What follows belongs to an exercise in optimizing a design on an open flow for small area, a short achievable clock period and few clock cycles per item; a production flow would make more cautious choices.
The RTL was checked by simulation tests, not by an equivalence proof against the original design.

## design/flow/config.mk

```make
export PLATFORM = sky130hd
export DESIGN_NAME = SBGCDCtrl
export DESIGN_NICKNAME = SBGCDCtrl
export VERILOG_FILES = /design/flow/design.v
export SDC_FILE = /design/flow/constraint.sdc
export NUM_CORES = 4
export LEC_CHECK = 0
export CAP_MARGIN = 20
export CORE_MARGIN = 2
export CORE_UTILIZATION = 40
export SETUP_SLACK_MARGIN = 5
export SLEW_MARGIN = 20
```

## design/flow/constraint.sdc

```tcl
create_clock -name core_clock -period 10.0 [get_ports {clk}]
set_input_delay 2.0000 -clock core_clock [delete_from_list [all_inputs] [get_ports {clk}]]
set_output_delay 2.0000 -clock core_clock [all_outputs]
set_load 0.01 [all_outputs]
```

## design/flow/design.v

```verilog
`timescale 1ns/1ps
module SBGCDCtrl (
  input      [31:0]   io_sb_SBaddress,
  input               io_sb_SBvalid,
  input      [31:0]   io_sb_SBwdata,
  input               io_sb_SBwrite,
  input      [3:0]    io_sb_SBsize,
  output              io_sb_SBready,
  output     [31:0]   io_sb_SBrdata,
  input               io_sel,
  output              io_irq,
  input               clk,
  input               reset
);
  wire        acc   = io_sb_SBvalid && io_sel;
  wire [7:0]  addr  = io_sb_SBaddress[7:0];
  wire        wr    = acc && io_sb_SBwrite;
  wire        rd    = acc && !io_sb_SBwrite;
  wire        wrA   = wr && (addr == 8'h00);
  wire        wrB   = wr && (addr == 8'h04);
  wire        wrGo  = wr && (addr == 8'h10);
  wire        start = wrGo && (io_sb_SBwdata == 32'h00000001);
  wire        rdRes = rd && (addr == 8'h08);
  reg  [31:0] regA;
  reg  [31:0] regB;
  reg         readyReg;
  reg         irqReg;
  reg         busy;      
  reg         resValid;  
  reg         reload;    
  reg         irqPrev;   
  reg         selA, selB, selR, selS;
  wire [31:0] nextA = wrA ? io_sb_SBwdata : regA;
  wire [31:0] nextB = wrB ? io_sb_SBwdata : regB;
  wire        load  = wrA || wrB || reload;
  reg  [31:0] x;
  reg  [31:0] y;
  reg  [4:0]  c;         
  reg         fin;       
  wire [31:0] xd = x ^ y;
  wire        eq = ~|xd;
  wire        ce = eq || fin;
  wire        done = ce && (c == 5'd0);
  wire        ex = ~x[0];
  wire        ey = ~y[0];
  wire        fresh  = busy && done;
  wire        irqNow = irqReg || fresh;
  wire [31:0] p = ~xd;
  wire [31:0] g = x & ~y;
  reg  [32:0] gc;
  reg  [32:0] pc;
  reg  [32:0] gt, pt;
  integer i, s;
  always @(*) begin
    gt = {g, 1'b0};
    pt = {p, 1'b1};
    for (s = 1; s < 33; s = s * 2) begin
      for (i = 32; i >= s; i = i - 1) begin
        gt[i] = gt[i] | (pt[i] & gt[i - s]);
        pt[i] = pt[i] & pt[i - s];
      end
    end
    gc = gt;
    pc = pt;
  end
  wire [32:0] c1  = gc | pc;
  wire        neg = ~c1[32];
  wire [31:0] ad  = neg ? ~(p ^ gc[31:0]) : (p ^ c1[31:0]);
  wire [31:0] t = ex ? x : (ey ? y : xd);
  wire [2:0]  kz = t[1] ? 3'd1 : t[2] ? 3'd2 : t[3] ? 3'd3 : t[4] ? 3'd4 :
                   t[5] ? 3'd5 : t[6] ? 3'd6 : 3'd7;
  wire        both = ex && ey;
  wire [2:0]  k = both ? 3'd1 : kz;
  wire [31:0] w = ex ? x : (ey ? y : ad);
  wire [31:0] r = w >> k;
  wire        updX = !ce && (ex || (!ey && !neg));
  wire        updY = !ce && !ex && (ey || neg);
  wire        halfY = !ce && both;
  wire        dblX = ce && (c != 5'd0);
  always @(posedge clk) begin
    if (load) begin
      x   <= nextA;
      y   <= nextB;
      c   <= 5'd0;
      fin <= 1'b0;
    end else begin
      if (dblX) begin
        x   <= {x[30:0], 1'b0};
        c   <= c - 5'd1;
        fin <= 1'b1;
      end else if (updX) begin
        x <= r;
      end
      if (halfY) begin
        y <= {1'b0, y[31:1]};
        c <= c + 5'd1;
      end else if (updY) begin
        y <= r;
      end
    end
  end
  always @(posedge clk or posedge reset) begin
    if (reset) begin
      regA     <= 32'h00000000;
      regB     <= 32'h00000000;
      readyReg <= 1'b0;
      irqReg   <= 1'b0;
      busy     <= 1'b0;
      resValid <= 1'b0;
      reload   <= 1'b1;
      irqPrev  <= 1'b0;
      selA     <= 1'b0;
      selB     <= 1'b0;
      selR     <= 1'b0;
      selS     <= 1'b0;
    end else begin
      regA     <= nextA;
      regB     <= nextB;
      reload   <= 1'b0;
      readyReg <= acc;
      irqPrev  <= irqNow;
      selA     <= rd && (addr == 8'h00);
      selB     <= rd && (addr == 8'h04);
      selR     <= rdRes && (resValid || fresh);
      selS     <= rd && (addr == 8'h0c);
      if (start)
        busy <= 1'b1;
      else if (done)
        busy <= 1'b0;
      if (rdRes)
        irqReg <= 1'b0;
      else if (fresh)
        irqReg <= 1'b1;
      if (wrA || wrB || wrGo)
        resValid <= 1'b0;
      else if (fresh)
        resValid <= 1'b1;
    end
  end
  assign io_sb_SBready = readyReg;
  assign io_irq        = irqNow;
  assign io_sb_SBrdata = ({32{selA}} & regA) | ({32{selB}} & regB) |
                         ({32{selR}} & x) | {31'd0, selS & irqPrev};
endmodule
```

## design/flow/flow/run.sh

```bash
#!/bin/bash
# The standard layout (the standard.sh, standard synthesis included), with
# the port buffers made from sky130_fd_sc_hd__buf_1 instead of the buffer that
# buffer_ports picks by default (a slow, large delay buffer). Every port still
# gets its own buffer.
set -euo pipefail
export BUFFER_PORTS_ARGS="-buffer_cell sky130_fd_sc_hd__buf_1"
bash standard.sh > standard.log 2>&1
```

## design/flow/standard.sh

```bash
#!/bin/bash
# synth_recipe.tcl (not shown) runs the flow's synth.tcl, then flattens the netlist and writes it again
# the make line also repeats each setting of config.mk as NAME=value (left out here)
make -C /OpenROAD-flow-scripts/flow DESIGN_CONFIG=/design/flow/config.mk WORK_HOME=/design/flow/orfs CLKGATE_MAP_FILE= SYNTH_SCRIPT=/design/flow/synth_recipe.tcl "${@:-finish}"
```

==> results of run 1 <==
per-layer routing:
metal / share of wire, % / track usage (%)
met1: 42 / 42.36
met2: 43 / 44.06
met3: 10 / 4.507
met4: 4.5 / 11.32
met5: 0 / 0
cell families after synthesis:
family	count (synthesis)
and+or+nand+nor	649
AOI/OAI and AO/OA	544
buffers and inverters	200
DFF	144
adders and majority gates	39
muxes	25
xor gates and xnor gates	9
other	1
critical path, stage by stage, from the launching register on:
cell and delay, ns:
edfxtp_1 0.52, ha_2 0.53, nand4_1 0.30, nor4_4 0.42
a21oi_4 0.16, nor3_4 0.28, a21o_1 0.19, buf_1 0.17
metrics by stage:
stage	hold WS, ns	area, µm²	cells
global route	0.5023	13960	2047
floorplan	0.4411	12410	1611
global placement	0.4545	12900	1994
CTS	0.4769	13690	2037
detailed placement	0.4626	12900	1994
finish	0.4751	13960	2047
state kept, by name, indices dropped and copies added (netlist names), 5 cells and up:
name and cells:
regA 32, x 32, c 5, y 32, regB 32
Yosys cell counts, drive strengths merged, types with 12 or more instances:
cell type | number | area, µm²
nand2 | 311 | 1167
a21oi | 112 | 575.6
dfrtp | 73 | 1827
and2 | 12 | 75.08
nor3 | 36 | 180.2
o22ai | 28 | 175.2
nand3 | 35 | 175.2
inv | 79 | 296.5
a211oi | 17 | 132.6
nand2b | 12 | 75.07
a31oi | 26 | 162.7
o211ai | 20 | 150.1
o21a | 23 | 172.7
a21o | 19 | 142.6
a222oi | 31 | 310.3
or3 | 15 | 93.84
edfxtp | 64 | 1922
nor2 | 130 | 490.5
nand4 | 31 | 193.9
o21ai | 108 | 544.3
ha | 37 | 462.9
mux2i | 14 | 140.1
nor4 | 13 | 102.6
buf | 51 | 266.5
clkbuf | 70 | 262.8
nor2b | 17 | 106.4
placed cells by master (no fill, tap or decap), types with 9 or more instances in the layout:
cell / Yosys / final
a31o_2: 9 / 9
ha_1: 37 / 15
nand2_1: 311 / 311
mux2_2: 10 / 10
and2_1: 11 / 11
o31ai_1: 10 / 10
nand4_1: 31 / 31
ha_4: 0 / 9
or3_1: 15 / 15
a22o_1: 9 / 9
a21o_1: 19 / 19
a222oi_1: 31 / 31
a31oi_1: 26 / 26
dfrtp_1: 73 / 73
a211oi_1: 16 / 16
nor3_1: 36 / 34
a21oi_1: 108 / 107
edfxtp_1: 64 / 64
o21a_1: 23 / 23
o211ai_1: 20 / 20
a22oi_1: 11 / 11
o21ai_1: 12 / 12
o21ai_0: 95 / 94
nor2b_1: 17 / 16
a221o_1: 10 / 10
nor4_1: 11 / 11
nand2b_1: 12 / 11
clkbuf_16: 0 / 21
buf_1: 11 / 78
mux2i_1: 14 / 14
o22ai_1: 28 / 28
inv_1: 79 / 77
nand3_1: 35 / 35
nor2_1: 129 / 129
a211o_1: 11 / 11
ha_2: 0 / 13
o211a_1: 9 / 9
buf_4: 5 / 44
what timing repair did:
action,in CTS,in global routing
pin swaps,4,7
cloned,1,1
gates resized for setup,15,38
endpoints found under the hold margin,0,0
setup buffers,10,9
setup endpoints to repair,79,51
worst max-delay path by stage:
stage / endpoint / slack (ns) / depth (start not counted)
3_5_place_dp: y[12] / 4.06 / 11
2_1_floorplan: io_irq / 4.94 / 11
4_1_cts: io_irq / 4.95 / 9
5_1_grt: io_irq / 4.91 / 9
3_3_place_gp: y[12] / 4.04 / 11
6_report: io_irq / 5.00 / 7
layout make-up:
type | instances | area, µm² | share of cell area [%]
inverters | 79 | 300.3 | 2.151
clock buffers | 25 | 549.3 | 3.934
clock inverters | 7 | 66.31 | 0.4750
well taps | 396 | 495.5 | 3.549
repair buffers | 129 | 757.0 | 5.422
flip-flops and latches | 144 | 3895 | 27.90
multi-input cells | 1267 | 7898 | 56.57
==> results.json, run 1 <==
{
  "h-tree-depth": 4,
  "fmax_mhz": 199.8,
  "final_core_util_pct": 45.64,
  "clock_path_buffers": 2,
  "crit_path_end_kind": "primary output",
  "wl_per_cell_um": 24.07,
  "cap_violations": 0,
  "synth_nets": 1723,
  "row_count": 64,
  "crit_start": "x[12]",
  "slew_violations": 0,
  "timing.rr.end": "x[7]",
  "cts_hold_buf": 0,
  "finalHoldViolations": 0,
  "cp.required_ns": 8.00,
  "routed_wl_um": 49280,
  "yosys_warnings": 1,
  "antennaDiodeCount": 0,
  "synth-simple-area-share_pct": 23.75,
  "synth-compound-area-share_pct": 31.25,
  "n_fill_cell": 3123,
  "synth-edff-count": 64,
  "fin_ws_ns": 4.996,
  "slew_headroom_pct": 35.38,
  "cts_made_buffers": 17,
  "grt_start_max_net_pins": 75,
  "muxShareOfSynthArea_pct": 2.219,
  "synth_top_family_by_area": "compound AO/OA/AOI/OAI gates",
  "worst_ep_arrival_time_ns": 3.00,
  "r2r_slack_ns": 5.13,
  "start_util_pct": 40.55,
  "dr.pass1.iters": 6,
  "syn-cell-area_um2": 12400,
  "drive_gt1_share_pct": 9.994,
  "fin_tns_setup_ns": 0,
  "drt-initial-drc-count": 1681,
  "synth_fa_ha_area_share_pct": 4.055,
  "path_max_fanout": 10,
  "seq_area_frac_synth_pct": 31.40,
  "num_vias": 13434,
  "die_h_um": 180.1,
  "status": "finished clean",
  "tritoncts": "built",
  "period_minus_slack_ns": 5.004,
  "place_ws_ns": 4.061,
  "critPathKind": "reg -> out",
  "synth_xor_area_share_pct": 0.6355,
  "grt_pass1_vias": 12467,
  "die_area_um2": 32440,
  "antenna_found_initial": 0,
  "syn_area_per_cell_um2": 7.700,
  "root_buffer": "clkbuf_16",
  "io_pins": 107,
  "worst_r2r_path_depth": 18,
  "grt_use_total_pct": 29.33,
  "nNetsFinal": 1750,
  "die_w_um": 180.1,
  "post-route-period-util_pct": 50.04,
  "dp_hpwl_um": 35860,
  "synthesis.instances": 1611,
  "syn_to_final_growth_pct": 12.55,
  "async_flop_share_pct": 51.39,
  "synthDistinctLibCells": 92,
  "clock_sinks": 144,
  "grt_overflow": 0,
  "holdPathEnd": "irqPrev",
  "finalSetupViolations": 0,
  "clock_latency_ns": 0.42,
  "grt_pass1_wl_um": 74800,
  "finClkSkew_ns": 0.004926,
  "tightestPinTransition_ns": 0.9693,
  "timing.rr.start": "y[0]",
  "drc": 0,
  "place_congestion": 0.9742,
  "synthFlopType": "dfrtp_1",
  "cp-start-kind": "register",
  "path_clk_slew_ns": 0.06,
  "io_buffers": 78,
  "via_per_inst": 6.563,
  "core_area_um2": 30590,
  "hp-class": "reg -> reg",
  "ys_ff_latch": 144,
  "holdPathStages": 1,
  "postRouteAntennaNets": 0,
  "rsz0062_at_grt": "true",
  "holdCritStartpoint": "irqReg"
}
Testbench counts, summed over its fixed seeds: cycles 35,714, items 2,400.
==> run 2, diff against run 1 <==
--- a/design/flow/design.v
+++ b/design/flow/design.v
@@ -56,5 +56,11 @@
     pt = {p, 1'b1};
     for (s = 1; s < 33; s = s * 2) begin
-      for (i = 32; i >= s; i = i - 1) begin
+      for (i = 2 * s - 1; i < 33; i = i + 2 * s) begin
+        gt[i] = gt[i] | (pt[i] & gt[i - s]);
+        pt[i] = pt[i] & pt[i - s];
+      end
+    end
+    for (s = 16; s >= 1; s = s / 2) begin
+      for (i = 3 * s - 1; i < 33; i = i + 2 * s) begin
         gt[i] = gt[i] | (pt[i] & gt[i - s]);
         pt[i] = pt[i] & pt[i - s];
==> results.json, run 2 <==
{
  "status": "finished clean",
  "row_count": 62,
  "cap_violations": 0,
  "cp.required_ns": 8.00,
  "period_minus_slack_ns": 4.995,
  "antennaDiodeCount": 0,
  "antenna_found_initial": 0,
  "clock_path_buffers": 2,
  "ys_ff_latch": 144,
  "final_common_cell": "nand2_1",
  "routed_wl_um": 43180,
  "critPathMaxStageDelay_ns": 0.51,
  "die_area_um2": 30270,
  "synth_nets": 1431,
  "h-tree-depth": 4,
  "die_h_um": 174.0,
  "cp_slowest_cell": "edfxtp_1",
  "start_util_pct": 40.49,
  "syn_to_final_growth_pct": 19.91,
  "path_clk_slew_ns": 0.06,
  "crit_chain": "ha_2, nand4_1, or3_4, nor3_4, nor2_4, nor2_4, a21o_1, buf_2",
  "num_vias": 11508,
  "grt_start_max_net_pins": 75,
  "yosysMostFrequentCell": "nand2_1",
  "tightestPinTransition_ns": 0.9019,
  "drt-initial-drc-count": 1436,
  "finClkSkew_ns": 0.006900,
  "tritoncts": "built",
  "synthFlopType": "dfrtp_1",
  "fin_tns_setup_ns": 0,
  "nNetsFinal": 1530,
  "syn_area_per_cell_um2": 8.864,
  "synth-edff-count": 64,
  "grt_use_total_pct": 28.01,
  "io_buffers": 78,
  "crit_start": "x[4]",
  "synthTopCellsByArea": "edfxtp_1 (17%), dfrtp_1 (16%), mux2_2 (6.9%)",
  "seq_area_frac_synth_pct": 33.70,
  "core_area_um2": 28550,
  "wl_per_cell_um": 23.99,
  "layout_common_cells": "nand2_1 (104), a21oi_1 (84), buf_4 (82)",
  "finalSetupViolations": 0,
  "slew_violations": 0,
  "dr.pass1.iters": 8,
  "drc": 0,
  "cp-start-kind": "register",
  "grt_pass1_wl_um": 65770,
  "n_fill_cell": 2818,
  "worst_ep_arrival_time_ns": 2.99,
  "postRouteAntennaNets": 0,
  "rsz0062_at_grt": "true",
  "yosys_warnings": 1,
  "via_per_inst": 6.393,
  "synthesis.instances": 1304,
  "finalHoldViolations": 0,
  "synthDistinctLibCells": 88,
  "slew_headroom_pct": 39.81,
  "fmax_mhz": 200.2,
  "grt_pass1_vias": 10761,
  "worst_path_most_repeated_cell": "nor2_4",
  "dp_hpwl_um": 30150,
  "clock_sinks": 144,
  "holdCritStartpoint": "irqReg",
  "critPathKind": "reg -> out",
  "place_congestion": 0.9306,
  "io_pins": 107,
  "grt_overflow": 0,
  "syn-cell-area_um2": 11560,
  "clock_latency_ns": 0.43,
  "root_buffer": "clkbuf_16",
  "drive_gt1_share_pct": 21.82,
  "crit_path_end_kind": "primary output",
  "synth.top_cell.area_share_pct": 16.63,
  "cts_made_buffers": 17,
  "timing.rr.start": "x[14]",
  "synth_area_leader_cell": "edfxtp_1",
  "hp-class": "reg -> reg",
  "netlist_top_cells_count": "nand2_1 (105), a21oi_1 (91), inv_1 (84)",
  "post-route-period-util_pct": 49.95,
  "async_flop_share_pct": 51.39,
  "die_w_um": 174.0,
  "path_max_fanout": 6
}
## run 2: changes by cell type after synthesis, sizes merged, moves of 18 or more
cell	delta
nor2	-47
nand2	-205
mux2i	+27
buf	-38
mux2	+61
a21oi	-18
o21ai	-31
## run 2: metal layers
metal / up-vias / track usage (%) / wire [µm]
met5: - / 0 / 0
met4: 0 / 10.12 / 1459
met3: 96 / 4.681 / 3978
met2: 658 / 41.72 / 18840
met1: 5620 / 40.83 / 18910
li1: 5134 / - / -
## run 2: kinds of logic after synthesis
group / Yosys count / share of synthesized area (%)
AO/OA/AOI/OAI: 417 / 25.18
buffers and inverters: 176 / 5.910
flip-flops: 144 / 33.70
adder cells (fa/ha/maj): 54 / 6.950
multiplexers: 112 / 10.47
other: 1 / 0.03244
AND/OR/NAND/NOR: 386 / 16.70
XOR/XNOR: 14 / 1.061
## run 2: final timing paths
kind                             to  slack, ns  depth (start not counted)
min in group asynchronous   regB[0]       1.72                          3
hold reg to reg             irqPrev       0.47                          1
setup reg to reg               x[7]       5.10                         16
hold / removal              irqPrev       0.47                          1
setup / recovery             io_irq       5.01                          8
max in group asynchronous  regB[11]       7.79                          3
## run 2: cell type report
cell class	instances	area (µm²)	area share (%)
multi-input combinational	984	7472	53.91
clock inverter	10	81.33	0.5868
tap	384	480.5	3.467
timing repair buffer	170	1112	8.026
clock buffer	22	485.5	3.503
inverter	86	332.8	2.401
sequential	144	3895	28.10
## run 2: through the flow
step / hold slack (ns) / std cells / setup WS [ns] / instance area [µm²] / utilization, %
2_1_floorplan: 0.4640 / 1304 / 5.069 / 11570 / -
3_3_place_gp: 0.4660 / 1706 / 3.288 / 12240 / 42.89
3_5_place_dp: 0.4728 / 1706 / 3.294 / 12240 / 42.89
4_1_cts: 0.4843 / 1768 / 4.985 / 13370 / 46.84
5_1_grt: 0.5229 / 1800 / 4.927 / 13860 / 48.55
6_report: 0.4730 / 1800 / 5.005 / 13860 / 48.55
## run 2: worst max-delay path, delay by kind of cell (launching register included)
kind            cells  cell delay [ns]
compound gates      1             0.17
fa+ha+maj           1             0.44
buf+inv             1             0.14
flops               1             0.51
simple gates        5             1.30
## run 2: repair_timing
item | CTS | global route
pin swaps | 10 | 12
hold buffers | 0 | 0
endpoints found under the setup margin | 99 | 64
buffers inserted | 27 | 32
gates resized for setup | 61 | 55
cloned | 3 | 0
Testbench counts of run 2, summed over its fixed seeds: cycles 35,714, items 2,400.
==> run 3, diff against run 2 <==
--- a/design/flow/config.mk
+++ b/design/flow/config.mk
@@ -9,4 +9,5 @@
 export CORE_MARGIN = 2
 export CORE_UTILIZATION = 40
+export CTS_BUF_LIST = sky130_fd_sc_hd__clkbuf_8
 export SETUP_SLACK_MARGIN = 5
 export SLEW_MARGIN = 20
==> results.json, run 3 <==
{
  "synth_top_family_by_area": "compound AO/OA/AOI/OAI gates",
  "place_congestion": 0.9306,
  "synth.top_cell.area_share_pct": 16.63,
  "finClkSkew_ns": 0.01244,
  "critPathTopFamily": "simple AND/OR/NAND/NOR gates",
  "ys_ff_latch": 144,
  "final_common_cell": "nand2_1",
  "hp-class": "reg -> reg",
  "io_buffers": 78,
  "fmax_mhz": 198.2,
  "drc": 0,
  "layout_common_cells": "nand2_1 (104), buf_4 (86), inv_1 (84)",
  "timing.rr.start": "x[2]",
  "critPathKind": "reg -> out",
  "netlist_top_cells_count": "nand2_1 (105), a21oi_1 (91), inv_1 (84)",
  "synth-simple-area-share_pct": 16.70,
  "timing.rr.end": "x[30]",
  "synth_xor_area_share_pct": 1.061,
  "tritoncts": "built",
  "cap_violations": 0,
  "tightestPinTransition_ns": 0.9089,
  "syn-cell-area_um2": 11560,
  "critPathMaxStageDelay_ns": 0.53,
  "synth_area_leader_cell": "edfxtp_1",
  "yosys_warnings": 1,
  "fin_tns_setup_ns": 0,
  "die_h_um": 174.0,
  "status": "finished clean",
  "synth_nets": 1431,
  "post-route-period-util_pct": 50.45,
  "synthTopCellsByArea": "edfxtp_1 (17%), dfrtp_1 (16%), mux2_2 (6.9%)",
  "slew_headroom_pct": 39.34,
  "syn_area_per_cell_um2": 8.864,
  "drive_gt1_share_pct": 22.25,
  "seq_area_frac_synth_pct": 33.70,
  "path_max_fanout": 5,
  "via_per_inst": 6.449,
  "die_area_um2": 30270,
  "whs_ns": 0.5300,
  "synthFlopType": "dfrtp_1",
  "grt_pass1_vias": 10870,
  "path_buf_inv": 1,
  "yosysMostFrequentCell": "nand2_1",
  "worst_r2r_path_depth": 17,
  "nNetsFinal": 1534,
  "clock_latency_ns": 0.48,
  "n_fill_cell": 2823,
  "crit_path_end": "io_irq",
  "row_count": 62,
  "worst_ep_arrival_time_ns": 3.05,
  "finalSetupViolations": 0,
  "clock_path_buffers": 2,
  "synthesis.instances": 1304,
  "crit_path_end_kind": "primary output",
  "root_buffer": "clkbuf_8",
  "postRouteAntennaNets": 0,
  "start_util_pct": 40.49,
  "dr.pass1.iters": 8,
  "crit_cells": 8,
  "worst_path_most_repeated_cell": "nor2_4",
  "period_minus_slack_ns": 5.045,
  "synth-edff-count": 64,
  "slew_violations": 0,
  "grt_overflow": 0,
  "grt_use_total_pct": 28.06,
  "rsz0062_at_grt": "true",
  "core_area_um2": 28550,
  "dp.cells": 1706,
  "cp_slowest_cell": "edfxtp_1",
  "stdcell_count": 1804,
  "crit_chain": "ha_2, nand4_1, or3_4, nor3_4, nor2_4, nor2_4, a21o_1, buf_2",
  "die_w_um": 174.0,
  "dp_hpwl_um": 30150,
  "async_flop_share_pct": 51.39,
  "path_clk_slew_ns": 0.08,
  "io_pins": 107,
  "crit_start": "x[5]",
  "muxShareOfSynthArea_pct": 10.47,
  "synthDistinctLibCells": 88,
  "synth_fa_ha_area_share_pct": 6.950,
  "cp-start-kind": "register",
  "syn_to_final_growth_pct": 18.46,
  "drt-initial-drc-count": 1766,
  "clock_sinks": 144,
  "grt_start_max_net_pins": 75,
  "r2r_slack_ns": 5.16,
  "cts_made_buffers": 17,
  "routed_wl_um": 43230,
  "cp.required_ns": 8.00,
  "wl_per_cell_um": 23.96,
  "antennaDiodeCount": 0,
  "synth-compound-area-share_pct": 25.18,
  "grt_pass1_wl_um": 65900,
  "finalHoldViolations": 0,
  "h-tree-depth": 4,
  "antenna_found_initial": 0,
  "num_vias": 11634
}
[run 3: how the worst min path moves through the flow]
stage / start / end / slack (ns) / cells after the start
2_1_floorplan: resValid / selR / 0.46 / 2
3_3_place_gp: irqReg / irqPrev / 0.47 / 1
3_5_place_dp: irqReg / irqPrev / 0.47 / 1
4_1_cts: irqReg / irqPrev / 0.49 / 1
5_1_grt: regA[10] / regA[10] / 0.54 / 1
6_report: regA[23] / regA[23] / 0.53 / 1
[run 3: metrics by stage]
stage          worst slack, ns  utilization, %  area (µm²)
2_1_floorplan            5.069               -       11570
3_3_place_gp             3.288           42.89       12240
3_5_place_dp             3.294           42.89       12240
4_1_cts                  4.994           46.48       13270
5_1_grt                  4.934           47.96       13690
6_report                 4.955           47.96       13690
[run 3: what timing repair did]
action                     4_1_cts  5_1_grt
setup endpoints to repair       99       63
buffers inserted                35       27
cloned                           3        0
gates resized for setup         64       48
pin swaps                       10        9
hold buffers                     0        0
[run 3: logic make-up after synthesis]
logic type	Yosys count
AOI/OAI and AO/OA	417
xor gates and xnor gates	14
adders and majority gates	54
buffers and inverters	176
DFF	144
muxes	112
other	1
and+or+nand+nor	386
[run 3: area by class of cell]
cell class | count | area [µm²] | share of cell area [%]
clock buffer | 19 | 261.5 | 1.910
tap | 384 | 480.5 | 3.509
multi-input combinational | 984 | 7447 | 54.39
sequential | 144 | 3895 | 28.45
timing repair buffer | 174 | 1159 | 8.462
inverter | 86 | 330.3 | 2.412
clock inverter | 13 | 118.9 | 0.8681
[run 3: metal layers]
metal	track usage [%]	wire length, µm	vias up
met4	10.57	1447	0
met2	42.05	18930	695
met5	0	0	-
li1	-	-	5148
met3	4.506	4053	96
met1	40.63	18800	5695
==> run 4, diff against run 3 <==
--- a/design/flow/design.v
+++ b/design/flow/design.v
@@ -56,11 +56,5 @@
     pt = {p, 1'b1};
     for (s = 1; s < 33; s = s * 2) begin
-      for (i = 2 * s - 1; i < 33; i = i + 2 * s) begin
-        gt[i] = gt[i] | (pt[i] & gt[i - s]);
-        pt[i] = pt[i] & pt[i - s];
-      end
-    end
-    for (s = 16; s >= 1; s = s / 2) begin
-      for (i = 3 * s - 1; i < 33; i = i + 2 * s) begin
+      for (i = 32; i >= s; i = i - 1) begin
         gt[i] = gt[i] | (pt[i] & gt[i - s]);
         pt[i] = pt[i] & pt[i - s];
==> design/flow/flow/run.sh (replaced) <==
#!/bin/bash
# The standard layout (the standard.sh, standard synthesis included), with
# the port buffers made from sky130_fd_sc_hd__buf_1 instead of the buffer that
# buffer_ports picks by default (a slow, large delay buffer), and timing repair
# aiming at 6 ns of setup slack. Every port still gets its own buffer.
set -euo pipefail
export BUFFER_PORTS_ARGS="-buffer_cell sky130_fd_sc_hd__buf_1"
export SETUP_SLACK_MARGIN=6
bash standard.sh > standard.log 2>&1
--- a/design/flow/config.mk
+++ b/design/flow/config.mk
@@ -9,5 +9,3 @@
 export CORE_MARGIN = 2
 export CORE_UTILIZATION = 40
-export CTS_BUF_LIST = sky130_fd_sc_hd__clkbuf_8
-export SETUP_SLACK_MARGIN = 5
 export SLEW_MARGIN = 20
==> results.json, run 4 <==
{
  "place_congestion": 0.9780,
  "row_count": 64,
  "status": "finished clean",
  "yosysMostFrequentCell": "nand2_1",
  "synth_nets": 1723,
  "cap_violations": 0,
  "netlist_top_cells_count": "nand2_1 (311), nor2_1 (129), a21oi_1 (108)",
  "hp-class": "reg -> reg",
  "cts_made_buffers": 17,
  "final_common_cell": "nand2_1",
  "grt_pass1_vias": 13640,
  "fin_tns_setup_ns": 0,
  "finalHoldViolations": 0,
  "antenna_found_initial": 1,
  "period_minus_slack_ns": 4.623,
  "antennaDiodeCount": 0,
  "clock_latency_ns": 0.43,
  "tightestPinTransition_ns": 1.032,
  "yosys_warnings": 1,
  "start_util_pct": 40.55,
  "grt_overflow": 0,
  "synthTopCellsByArea": "edfxtp_1 (15%), dfrtp_1 (15%), nand2_1 (9.4%)",
  "drive_gt1_share_pct": 27.73,
  "clock_path_buffers": 2,
  "finClkSkew_ns": 0.01041,
  "root_buffer": "clkbuf_16",
  "h-tree-depth": 4,
  "nNetsFinal": 1924,
  "async_flop_share_pct": 51.39,
  "cp-start-kind": "register",
  "fmax_mhz": 216.3,
  "synth_area_leader_cell": "edfxtp_1",
  "io_buffers": 78,
  "syn_area_per_cell_um2": 7.700,
  "post-route-period-util_pct": 46.23,
  "path_clk_slew_ns": 0.06,
  "drc": 0,
  "die_h_um": 180.1,
  "syn_to_final_growth_pct": 38.60,
  "dp_hpwl_um": 37050,
  "crit_path_end_kind": "primary output",
  "io_pins": 107,
  "grt_start_max_net_pins": 75,
  "dr.pass1.iters": 8,
  "tritoncts": "built",
  "grt_use_total_pct": 34.46,
  "slew_headroom_pct": 31.23,
  "postRouteAntennaNets": 0,
  "syn-cell-area_um2": 12400,
  "synth-edff-count": 64,
  "via_per_inst": 6.781,
  "wl_per_cell_um": 27.38,
  "cp.required_ns": 8.00,
  "worst_ep_arrival_time_ns": 2.62,
  "layout_common_cells": "nand2_1 (302), buf_4 (163), nor2_1 (118)",
  "critPathKind": "reg -> out",
  "slew_violations": 0,
  "routed_wl_um": 60820,
  "core_area_um2": 30590,
  "synth.top_cell.area_share_pct": 15.49,
  "cts_hold_buf": 0,
  "num_vias": 15060,
  "ys_ff_latch": 144,
  "n_fill_cell": 2743,
  "synthesis.instances": 1611,
  "clock_sinks": 144,
  "grt_pass1_wl_um": 85970,
  "synthFlopType": "dfrtp_1",
  "die_w_um": 180.1,
  "seq_area_frac_synth_pct": 31.40,
  "die_area_um2": 32440,
  "path_max_fanout": 3,
  "finalSetupViolations": 0,
  "rsz0062_at_grt": "true",
  "synthDistinctLibCells": 92,
  "drt-initial-drc-count": 2468
}
==> run 4: logic make-up (layout without fill, tap and decap cells) <==
logic type	Yosys count	after routing	synth area share (%)
other	1	1	0.03023
muxes	25	25	2.219
AOI/OAI and AO/OA	544	544	31.25
and+or+nand+nor	649	653	23.75
adders and majority gates	39	39	4.055
buffers and inverters	200	410	6.657
DFF	144	144	31.40
xor gates and xnor gates	9	9	0.6355
==> run 4: final timing paths <==
path	from	endpoint	slack (ns)	cells past startpoint
setup / recovery	y[31]	io_irq	5.38	9
hold / removal	resValid	selR	0.49	2
setup reg to reg	x[0]	x[13]	5.40	17
hold reg to reg	resValid	selR	0.49	2
max in group asynchronous	reset	selR	7.50	3
min in group asynchronous	reset	regA[15]	1.83	3
==> run 4: cell type report <==
cell class | instances | area [µm²] | area share, %
multi-input combinational | 1271 | 9500 | 55.26
sequential | 144 | 3895 | 22.65
timing repair buffer | 296 | 2420 | 14.07
clock buffer | 30 | 504.2 | 2.933
tap | 396 | 495.5 | 2.882
inverter | 79 | 345.3 | 2.009
timing repair inverter | 3 | 22.52 | 0.1310
clock inverter | 2 | 10.01 | 0.05822
==> run 4: routing by layer <==
metal / global-route usage, % / part of all wire, % / vias up
li1: - / - / 6428
met5: 0 / 0 / -
met3: 5.093 / 12 / 231
met2: 52.44 / 43 / 1197
met4: 15.65 / 6.0 / 0
met1: 48.43 / 39 / 7204
==> run 4: critical path: stages, from the launching register on <==
cell      delay, ns
edfxtp_1       0.46
inv_1          0.11
ha_4           0.30
nand4_1        0.21
nor4_4         0.45
a21oi_4        0.13
nor3_4         0.13
buf_6          0.14
a21o_1         0.13
buf_2          0.14
==> run 4: per-stage QoR <==
step	cells	worst slack [ns]	utilization (%)	hold slack, ns	cell area (µm²)
global route	2221	5.336	56.21	0.5120	17190
detailed placement	1990	3.983	42.51	0.4722	13000
floorplan	1611	5.623	-	0.4495	12630
finish	2221	5.377	56.21	0.4859	17190
CTS	2147	5.412	51.20	0.4872	15660
global placement	1989	3.976	42.42	0.4586	12980
==> run 4: what timing repair did <==
item | in CTS | in global routing
endpoints found under the setup margin | 135 | 114
setup buffers | 116 | 65
pin swaps | 67 | 118
gates resized for setup | 196 | 193
cloned | 9 | 9
Testbench counts of run 4, summed over its fixed seeds: cycles 35,714, items 2,400.
==> run 5, diff against run 4 <==
--- a/design/flow/design.v
+++ b/design/flow/design.v
@@ -56,5 +56,11 @@
     pt = {p, 1'b1};
     for (s = 1; s < 33; s = s * 2) begin
-      for (i = 32; i >= s; i = i - 1) begin
+      for (i = 2 * s - 1; i < 33; i = i + 2 * s) begin
+        gt[i] = gt[i] | (pt[i] & gt[i - s]);
+        pt[i] = pt[i] & pt[i - s];
+      end
+    end
+    for (s = 16; s >= 1; s = s / 2) begin
+      for (i = 3 * s - 1; i < 33; i = i + 2 * s) begin
         gt[i] = gt[i] | (pt[i] & gt[i - s]);
         pt[i] = pt[i] & pt[i - s];
@@ -74,8 +80,8 @@
   wire [31:0] w = ex ? x : (ey ? y : ad);
   wire [31:0] r = w >> k;
-  wire        updX = !ce && (ex || (!ey && !neg));
-  wire        updY = !ce && !ex && (ey || neg);
-  wire        halfY = !ce && both;
-  wire        dblX = ce && (c != 5'd0);
+  wire        step  = !ce;
+  wire        halfY = step && both;
+  wire        dblX  = ce && (c != 5'd0);
+  wire [31:0] keep  = ex ? y : (ey ? x : (neg ? x : y));
   always @(posedge clk) begin
     if (load) begin
@@ -84,17 +90,15 @@
       c   <= 5'd0;
       fin <= 1'b0;
-    end else begin
-      if (dblX) begin
-        x   <= {x[30:0], 1'b0};
-        c   <= c - 5'd1;
-        fin <= 1'b1;
-      end else if (updX) begin
-        x <= r;
-      end
+    end else if (dblX) begin
+      x   <= {x[30:0], 1'b0};
+      c   <= c - 5'd1;
+      fin <= 1'b1;
+    end else if (step) begin
+      x <= r;
       if (halfY) begin
         y <= {1'b0, y[31:1]};
         c <= c + 5'd1;
-      end else if (updY) begin
-        y <= r;
+      end else begin
+        y <= keep;
       end
     end
==> design/flow/flow/run.sh (replaced) <==
#!/bin/bash
# The standard layout (the standard.sh, standard synthesis included), with
# the port buffers made from sky130_fd_sc_hd__buf_1 instead of the buffer that
# buffer_ports picks by default (a slow, large delay buffer). Every port still
# gets its own buffer.
set -euo pipefail
export BUFFER_PORTS_ARGS="-buffer_cell sky130_fd_sc_hd__buf_1"
bash standard.sh > standard.log 2>&1
--- a/design/flow/config.mk
+++ b/design/flow/config.mk
@@ -9,3 +9,4 @@
 export CORE_MARGIN = 2
 export CORE_UTILIZATION = 40
+export SETUP_SLACK_MARGIN = 5
 export SLEW_MARGIN = 20
==> results.json, run 5 <==
{
  "postRouteAntennaNets": 0,
  "syn_area_per_cell_um2": 8.406,
  "cap_violations": 0,
  "finClkSkew_ns": 0.01165,
  "dp.cells": 1748,
  "final_core_util_pct": 48.10,
  "finalSetupViolations": 0,
  "h-tree-depth": 4,
  "synth.top_cell.area_share_pct": 17.00,
  "die_w_um": 172.1,
  "critPathKind": "reg -> out",
  "yosys_warnings": 1,
  "die_h_um": 172.1,
  "post-route-period-util_pct": 49.30,
  "final_common_cell": "nand2_1",
  "drc": 0,
  "synthFlopType": "dfrtp_1",
  "synth_area_leader_cell": "edfxtp_1",
  "synth-edff-count": 64,
  "via_per_inst": 6.161,
  "io_buffers": 78,
  "clock_latency_ns": 0.43,
  "synthDistinctLibCells": 96,
  "antennaDiodeCount": 0,
  "period_minus_slack_ns": 4.930,
  "row_count": 61,
  "die_area_um2": 29630,
  "fmax_mhz": 202.8,
  "dp_hpwl_um": 28410,
  "grt_overflow": 0,
  "synth_nets": 1472,
  "grt_start_max_net_pins": 75,
  "place_congestion": 0.9284,
  "tritoncts": "built",
  "core_area_um2": 27780,
  "wl_per_cell_um": 22.87,
  "layout_common_cells": "nand2_1 (248), nor2_1 (115), inv_1 (78)",
  "cp-start-kind": "register",
  "hp-class": "reg -> reg",
  "cp_slowest_cell": "edfxtp_1",
  "dr.pass1.iters": 9,
  "grt_pass1_vias": 10362,
  "io_pins": 107,
  "cts_hold_buf": 0,
  "syn-cell-area_um2": 11310,
  "worst_ep_arrival_time_ns": 2.93,
  "cp.required_ns": 8.00,
  "stdcell_count": 1835,
  "tightestPinTransition_ns": 1.001,
  "drt-initial-drc-count": 1495,
  "syn_to_final_growth_pct": 18.21,
  "grt_pass1_wl_um": 62110,
  "slew_violations": 0,
  "routed_wl_um": 41970,
  "antenna_found_initial": 0,
  "yosysMostFrequentCell": "nand2_1",
  "grt_use_total_pct": 27.56,
  "seq_area_frac_synth_pct": 34.45,
  "num_vias": 11306,
  "netlist_top_cells_count": "nand2_1 (248), nor2_1 (120), inv_1 (81)",
  "status": "finished clean",
  "synthesis.instances": 1345,
  "cts_made_buffers": 17,
  "drive_gt1_share_pct": 15.85,
  "ys_ff_latch": 144,
  "crit_path_end_kind": "primary output",
  "clock_sinks": 144,
  "finalHoldViolations": 0,
  "clock_path_buffers": 2,
  "fin_tns_setup_ns": 0,
  "async_flop_share_pct": 51.39,
  "rsz0062_at_grt": "true",
  "path_clk_slew_ns": 0.06,
  "path_max_fanout": 5,
  "root_buffer": "clkbuf_16",
  "slew_headroom_pct": 33.25,
  "synthTopCellsByArea": "edfxtp_1 (17%), dfrtp_1 (16%), nand2_1 (8.2%)",
  "critPathMaxStageDelay_ns": 0.55,
  "crit_chain": "ha_1, nand4_1, nor4_4, buf_4, a31oi_4, nor3_4, a21o_1, clkbuf_2",
  "start_util_pct": 40.70,
  "nNetsFinal": 1571
}
[run 5: cell types whose count changed after synthesis, sizes merged, moves of 15 or more]
cell	previous run	this run
mux2	10	39
a21oi	112	80
fa	2	17
o21a	23	7
a31oi	26	49
mux2i	14	30
o22ai	28	10
buf	51	24
nand4	31	12
nand2	311	248
o21ai	108	56
clkbuf	70	55
[run 5: per-stage QoR]
| stage | area (µm²) | hold WS [ns] | worst slack [ns] |
|---|---|---|---|
| after global routing | 13360 | 0.5391 | 4.971 |
| after global placement | 11950 | 0.4736 | 3.971 |
| after CTS | 12800 | 0.4806 | 4.840 |
| final | 13360 | 0.5087 | 5.070 |
| after detailed placement | 11950 | 0.4646 | 3.934 |
| after floorplan | 11310 | 0.4409 | 5.023 |
[run 5: worst paths after layout]
check	startpoint	endpoint	slack (ns)	cells after the start
max in group asynchronous	reset	readyReg	7.49	3
hold / removal	regB[10]	regB[10]	0.51	2
hold reg to reg	regB[10]	regB[10]	0.51	2
setup reg to reg	y[8]	x[17]	5.13	18
min in group asynchronous	reset	regA[21]	1.83	3
setup / recovery	x[22]	io_irq	5.07	8
[run 5: per-layer routing]
| layer | global-route usage [%] | vias up | part of all wire (%) |
|---|---|---|---|
| li1 | - | 5154 | - |
| met1 | 40.75 | 5451 | 43 |
| met2 | 42.12 | 637 | 44 |
| met3 | 3.319 | 64 | 9.3 |
| met4 | 8.294 | 0 | 2.8 |
| met5 | 0 | - | 0 |
[run 5: logic make-up after synthesis]
| group | Yosys count | synth area share (%) |
|---|---|---|
| fa+ha+maj | 54 | 7.105 |
| simple gates | 516 | 20.82 |
| flops | 144 | 34.45 |
| buf+inv | 162 | 5.766 |
| other cells | 1 | 0.03317 |
| mux | 69 | 6.541 |
| compound gates | 381 | 23.89 |
| xor+xnor | 18 | 1.394 |
[run 5: repair_timing]
action	4_1_cts	5_1_grt
gates cloned	1	4
setup endpoints to repair	74	28
gates resized for setup	32	50
buffers inserted	15	35
pin swaps	8	13
[run 5: final cells by class]
cell class              count  area, µm²
fillers                  2740      14420
multi-input cells        1039       7054
inverters                  83      330.3
well taps                 378      473.0
clock buffers              18      450.4
repair buffers            159       1046
clock inverters            14      115.1
flip-flops and latches    144       3895
[run 5: critical path: cells and delay by family, from the launching register on]
kind / cells / cell delay, ns
and+or+nand+nor: 3 / 0.80
DFF: 1 / 0.55
adders and majority gates: 1 / 0.44
buffers and inverters: 2 / 0.35
AOI/OAI and AO/OA: 2 / 0.35
Testbench counts of run 5, summed over its fixed seeds: cycles 35,714, items 2,400.
==> run 6, diff against run 5 <==
--- a/design/flow/config.mk
+++ b/design/flow/config.mk
@@ -6,7 +6,9 @@
 export NUM_CORES = 4
 export LEC_CHECK = 0
-export CAP_MARGIN = 20
+export CAP_MARGIN = 10
 export CORE_MARGIN = 2
 export CORE_UTILIZATION = 40
+export CTS_BUF_LIST = sky130_fd_sc_hd__clkbuf_8
+export PLACE_DENSITY = 0.9
 export SETUP_SLACK_MARGIN = 5
-export SLEW_MARGIN = 20
+export SLEW_MARGIN = 10
==> results.json, run 6 <==
{
  "place_area_um2": 11920,
  "cp-start-kind": "register",
  "cp.required_ns": 8.00,
  "io_buffers": 78,
  "drt-initial-drc-count": 2329,
  "fin_tns_setup_ns": 0,
  "fmax_mhz": 204.0,
  "status": "finished clean",
  "dp_hpwl_um": 27060,
  "root_buffer": "clkbuf_8",
  "synthesis.instances": 1345,
  "wl_met3_um": 4578,
  "hp-class": "reg -> reg",
  "grt_use_total_pct": 25.35,
  "grt_start_max_net_pins": 99,
  "nNetsFinal": 1544,
  "routed_wl_um": 38380,
  "syn_area_per_cell_um2": 8.406,
  "whs_ns": 0.5114,
  "layout_common_cells": "nand2_1 (245), nor2_1 (118), inv_1 (80)",
  "synth-edff-count": 64,
  "synth.top_cell.area_share_pct": 17.00,
  "slew_headroom_pct": 18.63,
  "num_vias": 11648,
  "cts_hold_buf": 0,
  "stdcell_count": 1808,
  "die_w_um": 172.1,
  "clock_latency_ns": 0.46,
  "drt-met1-wl_um": 14650,
  "finalHoldViolations": 0,
  "die_area_um2": 29630,
  "post-route-period-util_pct": 49.01,
  "yosys_warnings": 1,
  "postRouteAntennaNets": 0,
  "critPathTopFamily": "simple AND/OR/NAND/NOR gates",
  "rsz0062_at_grt": "true",
  "syn_to_final_growth_pct": 14.25,
  "finClkSkew_ns": 0.01426,
  "dp.cells": 1744,
  "crit_path_end_kind": "primary output",
  "cap_violations": 0,
  "final_common_cell": "nand2_1",
  "dr_wl_met2_um": 17590,
  "r2r_slack_ns": 5.10,
  "synthFlopType": "dfrtp_1",
  "row_count": 61,
  "clock_sinks": 144,
  "crit_chain": "ha_1, nand4_2, nor4_4, buf_4, a31oi_4, nor3_4, a21o_1, buf_1",
  "yosysMostFrequentCell": "nand2_1",
  "grt_pass1_vias": 10783,
  "tightestPinTransition_ns": 1.219,
  "io_pins": 107,
  "dr.pass1.iters": 7,
  "cts_made_buffers": 17,
  "worst_ep_arrival_time_ns": 2.90,
  "antennaDiodeCount": 0,
  "path_clk_slew_ns": 0.08,
  "grt_overflow": 0,
  "place_congestion": 0.9825,
  "core_area_um2": 27780,
  "start_util_pct": 40.70,
  "syn-cell-area_um2": 11310,
  "grt_pass1_wl_um": 58660,
  "critPathMaxStageDelay_ns": 0.56,
  "highest_layer": "met4",
  "synthTopCellsByArea": "edfxtp_1 (17%), dfrtp_1 (16%), nand2_1 (8.2%)",
  "antenna_found_initial": 0,
  "h-tree-depth": 4,
  "synthDistinctLibCells": 96,
  "synth_nets": 1472,
  "path_max_fanout": 5,
  "seq_area_frac_synth_pct": 34.45,
  "tritoncts": "built",
  "final_cell_area_um2": 12920,
  "via_per_inst": 6.442,
  "path_buf_inv": 2,
  "drc": 0,
  "ys_ff_latch": 144,
  "critPathKind": "reg -> out",
  "wl_per_cell_um": 21.23,
  "clock_path_buffers": 2,
  "netlist_top_cells_count": "nand2_1 (248), nor2_1 (120), inv_1 (81)",
  "finalSetupViolations": 0,
  "cp_slowest_cell": "edfxtp_1",
  "die_h_um": 172.1,
  "async_flop_share_pct": 51.39,
  "synth_area_leader_cell": "edfxtp_1",
  "drive_gt1_share_pct": 13.50,
  "period_minus_slack_ns": 4.901,
  "slew_violations": 0
}
run 6: cell types whose count changed in the layout (fill, tap and decap cells not counted), moves of 4 or more:
cell       previous run  this run
buf_4                71        46
clkbuf_16            22         1
clkbuf_8              0        19
clkinv_4              0         4
ha_1                 30        34
inv_6                 7         2
nor2_2                5         1
run 6: worst paths after layout:
| kind | startpoint | end | depth (start not counted) |
|---|---|---|---|
| worst max-delay path | x[14] | io_irq | 8 |
| worst min-delay path | irqReg | irqPrev | 1 |
| worst max register to register | y[8] | x[27] | 18 |
| worst min register to register | irqReg | irqPrev | 1 |
| max in group asynchronous | reset | selA | 3 |
| min in group asynchronous | reset | regB[17] | 3 |
run 6: area by class of cell:
type | count | area [µm²]
inverter | 83 | 321.6
multi-input combinational | 1039 | 7034
fill | 2579 | 14860
tap | 378 | 473.0
clock buffer | 19 | 261.5
timing repair buffer | 132 | 793.3
sequential | 144 | 3896
clock inverter | 13 | 137.6
run 6: cell families after synthesis:
| group | count (synthesis) | synth area share, % |
|---|---|---|
| simple gates | 516 | 20.82 |
| compound gates | 381 | 23.89 |
| buf+inv | 162 | 5.766 |
| flops | 144 | 34.45 |
| mux | 69 | 6.541 |
| fa+ha+maj | 54 | 7.105 |
| xor+xnor | 18 | 1.394 |
| other cells | 1 | 0.03317 |
run 6: routing by layer:
| metal | global-route usage [%] | vias to the layer above |
|---|---|---|
| met2 | 40.88 | 914 |
| met3 | 4.463 | 130 |
| met1 | 33.73 | 5514 |
| met5 | 0 | - |
| met4 | 10.49 | 0 |
| li1 | - | 5090 |
run 6: repair_timing:
item                       CTS  global route
buffers inserted            14            16
pin swaps                    8             7
setup endpoints to repair   82            60
gates cloned                 1             1
gates resized for setup     31            43
run 6: metrics by stage:
stage               setup slack (ns)  utilization [%]
global placement               4.151            42.89
floorplan                      5.023                -
detailed placement             4.177            42.89
global route                   4.956            46.50
finish                         5.099            46.50
CTS                            4.887            45.29
==> run 7, diff against run 6 <==
--- a/design/flow/config.mk
+++ b/design/flow/config.mk
@@ -10,5 +10,5 @@
 export CORE_UTILIZATION = 40
 export CTS_BUF_LIST = sky130_fd_sc_hd__clkbuf_8
-export PLACE_DENSITY = 0.9
+export PLACE_DENSITY = 0.7
 export SETUP_SLACK_MARGIN = 5
 export SLEW_MARGIN = 10
==> results.json, run 7 <==
{
  "syn_area_per_cell_um2": 8.406,
  "cts_hold_buf": 0,
  "routed_wl_um": 39410,
  "root_buffer": "clkbuf_8",
  "nNetsFinal": 1563,
  "drt-initial-drc-count": 1579,
  "start_util_pct": 40.70,
  "antennaDiodeCount": 0,
  "final_core_util_pct": 47.28,
  "yosysMostFrequentCell": "nand2_1",
  "finalHoldViolations": 0,
  "place_ws_ns": 4.096,
  "netlist_top_cells_count": "nand2_1 (248), nor2_1 (120), inv_1 (81)",
  "die_area_um2": 29630,
  "crit_path_end_kind": "primary output",
  "fin_ws_ns": 5.068,
  "seq_area_frac_synth_pct": 34.45,
  "clock_latency_ns": 0.46,
  "synth_nets": 1472,
  "post-route-period-util_pct": 49.32,
  "fmax_mhz": 202.7,
  "cp-start-kind": "register",
  "grt_use_total_pct": 26.22,
  "synthFlopType": "dfrtp_1",
  "synthesis.instances": 1345,
  "cap_violations": 0,
  "path_clk_slew_ns": 0.09,
  "whs_ns": 0.5072,
  "fin_tns_setup_ns": 0,
  "finalSetupViolations": 0,
  "met3_usage_pct": 4.509,
  "grt_pass1_wl_um": 59930,
  "critPathKind": "reg -> out",
  "met2_usage_pct": 40.74,
  "die_w_um": 172.1,
  "wl_per_cell_um": 21.57,
  "grt_start_max_net_pins": 75,
  "ys_ff_latch": 144,
  "drc": 0,
  "clock_path_buffers": 2,
  "row_count": 61,
  "clock_sinks": 144,
  "place_area_um2": 11930,
  "top_usage_layer": "met2",
  "postRouteAntennaNets": 0,
  "worst_ep_arrival_time_ns": 2.93,
  "async_flop_share_pct": 51.39,
  "rsz0062_at_grt": "true",
  "dp_hpwl_um": 27280,
  "h-tree-depth": 4,
  "synthDistinctLibCells": 96,
  "period_minus_slack_ns": 4.932,
  "slew_headroom_pct": 15.63,
  "syn-cell-area_um2": 11310,
  "grt_overflow": 0,
  "antenna_found_initial": 0,
  "die_h_um": 172.1,
  "cp.required_ns": 8.00,
  "finClkSkew_ns": 0.01882,
  "synth_area_leader_cell": "edfxtp_1",
  "core_area_um2": 27780,
  "slew_violations": 0,
  "via_per_inst": 6.287,
  "layout_common_cells": "nand2_1 (247), nor2_1 (116), inv_1 (83)",
  "final_common_cell": "nand2_1",
  "num_vias": 11486,
  "yosys_warnings": 1,
  "io_pins": 107,
  "syn_to_final_growth_pct": 16.18,
  "grt_pass1_vias": 10605,
  "tritoncts": "built",
  "place_congestion": 0.9776,
  "cts_made_buffers": 17,
  "stdcell_count": 1827,
  "status": "finished clean",
  "tightestPinTransition_ns": 1.266,
  "synth.top_cell.area_share_pct": 17.00,
  "io_buffers": 78,
  "drive_gt1_share_pct": 14.91,
  "path_max_fanout": 13,
  "final_cell_area_um2": 13140,
  "grt_util_met1_pct": 36.38,
  "hp-class": "reg -> reg",
  "synthTopCellsByArea": "edfxtp_1 (17%), dfrtp_1 (16%), nand2_1 (8.2%)",
  "dp.cells": 1746,
  "synth-edff-count": 64,
  "dr.pass1.iters": 9
}
[run 7: cell counts after synthesis]
Identical to the previous run, type by type.
[run 7: cell type report]
type,instances,area (µm²)
Clock buffer,17,234.0
Sequential cell,144,3895
Multi-Input combinational cell,1039,7044
Tap cell,378,473.0
Fill cell,2700,14650
Timing Repair Buffer,151,959.7
Clock inverter,15,203.9
Inverter,83,325.3
[run 7: worst paths after layout]
check                               from  slack, ns       end  cells after the start
worst max-delay path                y[0]       5.07    io_irq                     10
worst min-delay path            regB[15]       0.51  regB[15]                      2
worst max register to register      y[8]       5.11     x[24]                     19
worst min register to register  regB[15]       0.51  regB[15]                      2
max in group asynchronous          reset       7.53   regA[3]                      3
min in group asynchronous          reset       1.79  regB[19]                      3
[run 7: routing by layer]
layer / share of wire (%) / vias up
met5: 0 / -
met4: 3.5 / 0
met3: 10 / 96
met2: 46 / 740
met1: 40 / 5523
li1: - / 5127
[run 7: cell families (layout without fill, tap and decap cells)]
kind of cell / count (synthesis) / in the layout / share of synthesized area [%]
buffers and inverters: 162 / 266 / 5.766
AND/OR/NAND/NOR: 516 / 516 / 20.82
other: 1 / 1 / 0.03317
flip-flops: 144 / 144 / 34.45
multiplexers: 69 / 69 / 6.541
XOR/XNOR: 18 / 18 / 1.394
AO/OA/AOI/OAI: 381 / 381 / 23.89
adder cells (fa/ha/maj): 54 / 54 / 7.105
[run 7: worst max-delay path, stage by stage (launching register included)]
cell and delay (ns):
edfxtp_1 0.42, buf_12 0.17, clkinvlp_4 0.11, buf_12 0.16, ha_1 0.32, nand3b_4 0.23, nor3_4 0.27, a31oi_4 0.21
nor3_4 0.25, a21o_1 0.18, clkbuf_2 0.14
[run 7: timing repair]
item	CTS	global route
pin swaps	9	20
endpoints found under the hold margin	0	0
resized for setup	27	56
setup endpoints to repair	63	95
setup buffers	13	33
gates cloned	1	2
==> run 8, diff against run 7 <==
--- a/design/flow/config.mk
+++ b/design/flow/config.mk
@@ -10,5 +10,4 @@
 export CORE_UTILIZATION = 40
 export CTS_BUF_LIST = sky130_fd_sc_hd__clkbuf_8
-export PLACE_DENSITY = 0.7
 export SETUP_SLACK_MARGIN = 5
 export SLEW_MARGIN = 10
==> results.json, run 8 <==
{
  "status": "finished clean",
  "critPathMaxStageDelay_ns": 0.56,
  "cts_hold_buf": 0,
  "clock_path_buffers": 2,
  "synthDistinctLibCells": 96,
  "fmax_mhz": 202.4,
  "cap_violations": 0,
  "die_area_um2": 29630,
  "nNetsFinal": 1577,
  "dp.cells": 1748,
  "finalSetupViolations": 0,
  "synth_area_leader_cell": "edfxtp_1",
  "syn_to_final_growth_pct": 16.33,
  "yosysMostFrequentCell": "nand2_1",
  "synthTopCellsByArea": "edfxtp_1 (17%), dfrtp_1 (16%), nand2_1 (8.2%)",
  "path_clk_slew_ns": 0.10,
  "dr.pass1.iters": 6,
  "post-route-period-util_pct": 49.40,
  "dp_hpwl_um": 28410,
  "stdcell_count": 1841,
  "period_minus_slack_ns": 4.940,
  "synthFlopType": "dfrtp_1",
  "final_common_cell": "nand2_1",
  "critPathKind": "reg -> out",
  "syn_area_per_cell_um2": 8.406,
  "h-tree-depth": 4,
  "tightestPinTransition_ns": 0.9937,
  "io_pins": 107,
  "synthesis.instances": 1345,
  "yosys_warnings": 1,
  "finClkSkew_ns": 0.02187,
  "die_h_um": 172.1,
  "postRouteAntennaNets": 0,
  "crit_chain": "ha_1, nand4_1, nor4_4, buf_4, a31oi_4, nor3_4, a21o_1, clkbuf_2",
  "tritoncts": "built",
  "cp_slowest_cell": "edfxtp_1",
  "rsz0062_at_grt": "true",
  "drc": 0,
  "io_buffers": 78,
  "seq_area_frac_synth_pct": 34.45,
  "layout_common_cells": "nand2_1 (248), nor2_1 (116), inv_1 (78)",
  "grt_pass1_vias": 10313,
  "antenna_found_initial": 0,
  "die_w_um": 172.1,
  "num_vias": 11308,
  "netlist_top_cells_count": "nand2_1 (248), nor2_1 (120), inv_1 (81)",
  "fin_tns_setup_ns": 0,
  "finalHoldViolations": 0,
  "worst_ep_arrival_time_ns": 2.94,
  "grt_overflow": 0,
  "async_flop_share_pct": 51.39,
  "via_per_inst": 6.142,
  "slew_violations": 0,
  "crit_path_end_kind": "primary output",
  "path_max_fanout": 5,
  "wl_per_cell_um": 22.69,
  "clock_sinks": 144,
  "grt_start_max_net_pins": 75,
  "synth.top_cell.area_share_pct": 17.00,
  "antennaDiodeCount": 0,
  "drt-initial-drc-count": 1386,
  "drive_gt1_share_pct": 15.45,
  "row_count": 61,
  "synth-edff-count": 64,
  "grt_use_total_pct": 27.38,
  "root_buffer": "clkbuf_8",
  "place_congestion": 0.9284,
  "grt_pass1_wl_um": 61710,
  "r2r_slack_ns": 5.08,
  "core_area_um2": 27780,
  "hp-class": "reg -> reg",
  "slew_headroom_pct": 33.75,
  "clock_latency_ns": 0.45,
  "start_util_pct": 40.70,
  "synth_nets": 1472,
  "cp-start-kind": "register",
  "cts_made_buffers": 17,
  "ys_ff_latch": 144,
  "cp.required_ns": 8.00,
  "syn-cell-area_um2": 11310,
  "routed_wl_um": 41760
}
run 8: cell counts after synthesis:
No cell type changed its count.
run 8: area by class of cell:
class / instances / area (µm²)
clock buffer: 17 / 234.0
clock inverter: 15 / 145.1
fill: 2761 / 14630
inverter: 83 / 330.3
multi-input combinational: 1039 / 6988
sequential: 144 / 3895
tap: 378 / 473.0
timing repair buffer: 165 / 1087
run 8: timing repair:
item / CTS / global route
endpoints found under the setup margin: 69 / 28
gates resized for setup: 35 / 33
pin swaps: 7 / 12
setup buffers: 18 / 38
endpoints found under the hold margin: 0 / 0
gates cloned: 1 / 4
run 8: path summary, 6_finish.rpt:
path,depth (start not counted),endpoint,startpoint
setup / recovery,8,io_irq,x[22]
hold / removal,2,regB[21],regB[21]
setup reg to reg,21,x[10],y[8]
hold reg to reg,2,regB[21],regB[21]
max in group asynchronous,3,regB[10],reset
min in group asynchronous,3,regB[21],reset
run 8: logic make-up after synthesis:
family | count (synthesis) | share of synthesized area, %
buf+inv | 162 | 5.766
other cells | 1 | 0.03317
fa+ha+maj | 54 | 7.105
xor+xnor | 18 | 1.394
mux | 69 | 6.541
flops | 144 | 34.45
simple gates | 516 | 20.82
compound gates | 381 | 23.89
run 8: worst max-delay path: cells and delay by family, from the launching register on:
kind / cells / cell delay (ns)
buffers and inverters: 2 / 0.33
adder cells (fa/ha/maj): 1 / 0.44
flip-flops: 1 / 0.56
AO/OA/AOI/OAI: 2 / 0.35
AND/OR/NAND/NOR: 3 / 0.82
run 8: routing by layer:
| metal | vias to the layer above | track usage (%) | part of all wire (%) |
|---|---|---|---|
| met2 | 628 | 41.73 | 44 |
| met1 | 5457 | 40.88 | 44 |
| li1 | 5162 | - | - |
| met5 | - | 0 | 0 |
| met3 | 61 | 3.159 | 9.2 |
| met4 | 0 | 7.673 | 2.8 |
run 8: per-stage QoR:
stage          util, %  cell area [µm²]  worst slack, ns  hold slack (ns)
2_1_floorplan        -            11310            5.023           0.4409
3_3_place_gp     43.01            11950            3.971           0.4736
3_5_place_dp     43.01            11950            3.934           0.4646
5_1_grt          47.34            13150            4.919           0.5450
4_1_cts          45.50            12640            4.870           0.4860
6_report         47.34            13150            5.060           0.5096

==> afterwards: timing with drivers on the ports <==
How much do the figures lean on ideal ports? The routed layouts below were timed once more, with nothing changed but the port constraints.
Step 1, drivers: a clkbuf_16 drives clk and a buf_2 each remaining input, both assumed.
Step 2 moves the port delays by t, midway between the first and last clock arrival at a register: inputs arrive t later, outputs are due t later. That takes back most of the time a late clock gives input paths.
a / b / c = no drivers / after step 1 / after step 2; a / b = the first two.
| run | t, ns | setup WS [ns] | pins driven straight from the clock port |
|---|---|---|---|
| run 1 | 0.465 | 4.996 / 4.949 / 4.768 | 1 |
| run 2 | 0.475 | 5.005 / 4.959 / 4.831 | 1 |
| run 3 | 0.520 | 4.955 / 4.912 / 4.832 | 1 |
| run 4 | 0.475 | 5.377 / 5.330 / 5.403 | 1 |
| run 5 | 0.475 | 5.070 / 5.022 / 4.719 | 1 |
| run 6 | 0.494 | 5.099 / 5.061 / 4.632 | 1 |
| run 7 | 0.493 | 5.068 / 5.024 / 4.661 | 1 |
| run 8 | 0.484 | 5.060 / 5.018 / 4.622 | 1 |
After both steps setup and hold are still met in every run listed. For run 6, which loses most, drivers alone change the setup slack by -0.038 ns; drivers and shift together by -0.467 ns.
